Source: an optimization exercise on an open RTL-to-GDS flow (aim: small area). Production flows keep margins and buffers that such runs may drop. Function was checked by simulation only, so behaviour that the tests miss may differ from the original. Power is estimated from default activity; no workload was simulated.

Design gaussian_noise, start of the top module:
module gaussian_noise (Y, select, clk, Y_hat, noise_debug, reset, state);
Size in the first run: ~220 flip-flops, roughly 100 I/O pins, ~12,000 sq um of cells after synthesis.
==> flow/config.mk <==
export PLATFORM = sky130hd
export DESIGN_NAME = gaussian_noise
export DESIGN_NICKNAME = gaussian_noise
export VERILOG_FILES = /design/flow/design.v
export SDC_FILE = /design/flow/constraint.sdc
export NUM_CORES = 4
export LEC_CHECK = 0
export CAP_MARGIN = 20
export CORE_MARGIN = 2
export CORE_UTILIZATION = 40
export CTS_BUF_LIST = sky130_fd_sc_hd__clkbuf_16
export CTS_CLUSTER_DIAMETER = 100
export CTS_CLUSTER_SIZE = 24
export SLEW_MARGIN = 20
==> flow/constraint.sdc <==
create_clock -name core_clock -period 15.0 [get_ports {clk}]
set_input_delay 3.0000 -clock core_clock [delete_from_list [all_inputs] [get_ports {clk}]]
set_output_delay 3.0000 -clock core_clock [all_outputs]
set_load 0.01 [all_outputs]
standard.sh (not shown) runs the stock make flow with config.mk's settings and CLKGATE_MAP_FILE= SYNTH_SCRIPT=/design/flow/synth_recipe.tcl, a recipe that flattens the netlist after the stock synthesis.
==> flow/flow/run.sh <==
#!/bin/bash
# Standard ORFS layout, with the port buffers inserted as the smallest buffer cell.
# Each tool's full log is kept by ORFS under orfs/logs/; make's own output goes to flow_make.log.
set -euo pipefail
bash standard.sh BUFFER_PORTS_ARGS="-buffer_cell sky130_fd_sc_hd__buf_1" finish > flow_make.log 2>&1
The first run finished with timing, DRC and antenna clean.
Edit:
- CORE_UTILIZATION: 40 -> 50
The changed run finished with timing, DRC and antenna clean.
Routed wire length goes down by 0.36%.
Non-clock buffer count does not change.
Total power goes down by 0.66%.
Sequential cell count is unchanged.
Sequential power stays flat.
Design area goes down by 0.69%.
Count of clock-buffer cells in the layout does not change.
Clock power goes down by about 2%.
Worst hold slack gains 0.017 ns.
Setup slack loses 0.13 ns.

---

Setup of before:
Another version of the RTL of gaussian_noise (not shown whole).
Size in the first run: about 400 flip-flops, roughly 100 I/O pins, roughly 19000 sq um of cells after synthesis.
export LEC_CHECK = 0
export CAP_MARGIN = 5
export CORE_MARGIN = 2
export CORE_UTILIZATION = 40
export CTS_BUF_LIST = sky130_fd_sc_hd__clkbuf_4
export SLEW_MARGIN = 5
create_clock -name core_clock -period 15.0 [get_ports {clk}]
run.sh (not shown) runs the stock make flow with config.mk's settings and CLKGATE_MAP_FILE= SYNTH_SCRIPT=/design/flow/synth_recipe.tcl, a recipe that flattens the netlist after the stock synthesis.
Stock flow here: none of the scripts above is used.
diff inputs: before => after
# before
export LEC_CHECK = 0
export CAP_MARGIN = 5
export CORE_MARGIN = 2
export CORE_UTILIZATION = 40
export CTS_BUF_LIST = sky130_fd_sc_hd__clkbuf_4
export SLEW_MARGIN = 5
create_clock -name core_clock -period 15.0 [get_ports {clk}]
# after
export LEC_CHECK = 0
export CAP_MARGIN = 20
export CORE_MARGIN = 2
export CORE_UTILIZATION = 40
export CTS_BUF_LIST = sky130_fd_sc_hd__clkbuf_8
export SLEW_MARGIN = 20
create_clock -name core_clock -period 15.0 [get_ports {clk}]
Delta (after minus before): layout buffer count excluding clock buffers rose 1; internal cell power +3.2%; post-CTS setup repair buffer count held steady; combinational cell fraction of total power lost 0.2 points; diode insertion count for antenna repair decreased by 2 relative to the old numbers.
after ended with every stage complete and zero timing, DRC or antenna violations.
after: post-route worst setup slack 0.047 ns above before
When after is measured against before, its count of clock-buffer cells in the layout turns out 64 lower.
Between after and before, total power is higher for after, before comes in under that.
As far as flip-flop and latch count goes, after and before are indistinguishable; the numbers are identical.
| met1 capacity usage during global routing | after vs before | ≈ equal |

---

Another version of the RTL of gaussian_noise (not shown whole).
Size: about 1,400 cells after synthesis, roughly 100 I/O pins, about 17,000 um^2 of cells after synthesis.
Design gaussian_noise, start of the top module:
module gaussian_noise (Y, select, clk, Y_hat, noise_debug, reset, state);
==> flow/config.mk <==
export PLATFORM = sky130hd
export DESIGN_NAME = gaussian_noise
export DESIGN_NICKNAME = gaussian_noise
export VERILOG_FILES = /design/flow/design.v
export SDC_FILE = /design/flow/constraint.sdc
export NUM_CORES = 4
export LEC_CHECK = 0
export CAP_MARGIN = 5
export CORE_MARGIN = 2
export CORE_UTILIZATION = 40
export CTS_BUF_LIST = sky130_fd_sc_hd__clkbuf_8
export CTS_CLUSTER_DIAMETER = 60
export CTS_CLUSTER_SIZE = 16
export SLEW_MARGIN = 5
==> flow/constraint.sdc <==
create_clock -name core_clock -period 15.0 [get_ports {clk}]
set_input_delay 3.0000 -clock core_clock [delete_from_list [all_inputs] [get_ports {clk}]]
set_output_delay 3.0000 -clock core_clock [all_outputs]
set_load 0.01 [all_outputs]
standard.sh (not shown) runs the stock make flow with config.mk's settings and CLKGATE_MAP_FILE= SYNTH_SCRIPT=/design/flow/synth_recipe.tcl, a recipe that flattens the netlist after the stock synthesis.
Scripts as last shown in full above: flow/flow/run.sh
Rerun with:
CAP_MARGIN = 20   (was 5)
CTS_BUF_LIST = sky130_fd_sc_hd__clkbuf_8 sky130_fd_sc_hd__clkbuf_16   (was sky130_fd_sc_hd__clkbuf_8)
CTS_CLUSTER_DIAMETER = 80   (was 60)
CTS_CLUSTER_SIZE = 20   (was 16)
SLEW_MARGIN = 20   (was 5)
The new run passed the timing, DRC and antenna checks. Worst setup slack loses 36 ps. Global-route usage stays flat. Cell count went down by 0.61%. Cell area went up by about 0.7%. First-iteration DRC count went down by about 0.6%. Clock-buffer cell count went down by 5. Sequential share of layout area went down by 0.31 points. Via count went down by 0.57%. Power went up by 5.5%.
Rerun with:
CORE_UTILIZATION = 30   (was 40)
CTS_BUF_LIST = sky130_fd_sc_hd__clkbuf_8   (was sky130_fd_sc_hd__clkbuf_8 sky130_fd_sc_hd__clkbuf_16)
CTS_CLUSTER_DIAMETER = 60   (was 80)
CTS_CLUSTER_SIZE = 16   (was 20)
- setup slack is better by 27 ps
- area after synthesis is unchanged
- core utilization shrinks by 11 points
- clock power is lower by 8.7%
- design area is higher by 0.76%
- global-route usage goes down by 3.4 points
- sequential share of layout area fell by 0.35 points
- wire length grows by 5.6%
- combinational power barely changes
- hold slack degrades by 3.4 ps
Rerun with:
CORE_UTILIZATION = 40   (was 30)
CTS_BUF_LIST = sky130_fd_sc_hd__clkbuf_16   (was sky130_fd_sc_hd__clkbuf_8)
CTS_CLUSTER_DIAMETER = 100   (was 60)
CTS_CLUSTER_SIZE = 28   (was 16)
Result: The new run completed with no timing, DRC or antenna violations. Worst setup slack is better by 11 ps. Via count fell by 2.4%. Register-to-register slack is worse by 20 ps. Routed wire length fell by 5.6%. Core utilization rose by 11 points. Cell area fell by 1.4%. Total power fell by 0.97%.
Rerun with:
CTS_BUF_LIST = sky130_fd_sc_hd__clkbuf_8   (was sky130_fd_sc_hd__clkbuf_16)
CTS_CLUSTER_DIAMETER = 60   (was 100)
CTS_CLUSTER_SIZE = 16   (was 28)
What happened: Hold slack got worse by 9.0 ps. Wire length rises by about 0.6%. Maximum frequency stays flat. Sequential power stays flat. Clock skew came out higher by 4.0 ps. Global-route usage hardly moves. Clock-buffer cell count went up by 10. Total power is lower by 1.4%.

[port drivers added, routing unchanged]
The flow's constraints put no driver on any port. The routed layouts listed below were extracted and timed again, unchanged, in two steps. Step 1 sets driving cells, clkbuf_16 on the clock port and buf_2 on the other inputs (assumed; they add their load-dependent delay and slew). Step 2 adds t to the input delays and takes it off the output delays; t is the mean of the earliest and latest rising clock arrival at the registers after step 1. Input paths then give back, and output paths get back, about the clock's delay inside the block. a / b / c = ideal / step 1 / step 2; a / b = the first two.
run | shift t [ns] | setup WS [ns] | worst hold slack (ns) | worst setup path after step 2 | cell pins on the clock port's net
the first run of note 1 | 0.516 | 4.729 / 4.701 / 4.701 | 0.339 / 0.339 / 0.339 | input to output | 1
the second run of note 1 | 0.499 | 4.602 / 4.578 / 4.578 | 0.357 / 0.357 / 0.357 | input to output | 1
before | 0.875 | 0.430 / 0.408 / 0.408 | 0.336 / 0.336 / 0.336 | input to output | 1
after | 0.669 | 0.476 / 0.454 / 0.454 | 0.345 / 0.345 / 0.345 | input to output | 1
the first run of note 3 | 0.628 | 0.725 / 0.705 / 0.705 | 0.342 / 0.342 / 0.342 | input to output | 1
the second run of note 3 | 0.561 | 0.689 / 0.669 / 0.669 | 0.355 / 0.355 / 0.355 | input to output | 1
the third run of note 3 | 0.624 | 0.716 / 0.694 / 0.694 | 0.351 / 0.351 / 0.351 | input to output | 1
the fourth run of note 3 | 0.559 | 0.728 / 0.708 / 0.708 | 0.350 / 0.350 / 0.350 | input to output | 1
the fifth run of note 3 | 0.628 | 0.725 / 0.705 / 0.705 | 0.342 / 0.342 / 0.342 | input to output | 1
After both steps every run listed still meets setup and hold. The setup slack of the first run of note 1, which loses most, moves by -0.028 ns with the drivers and by -0.028 ns with both steps.
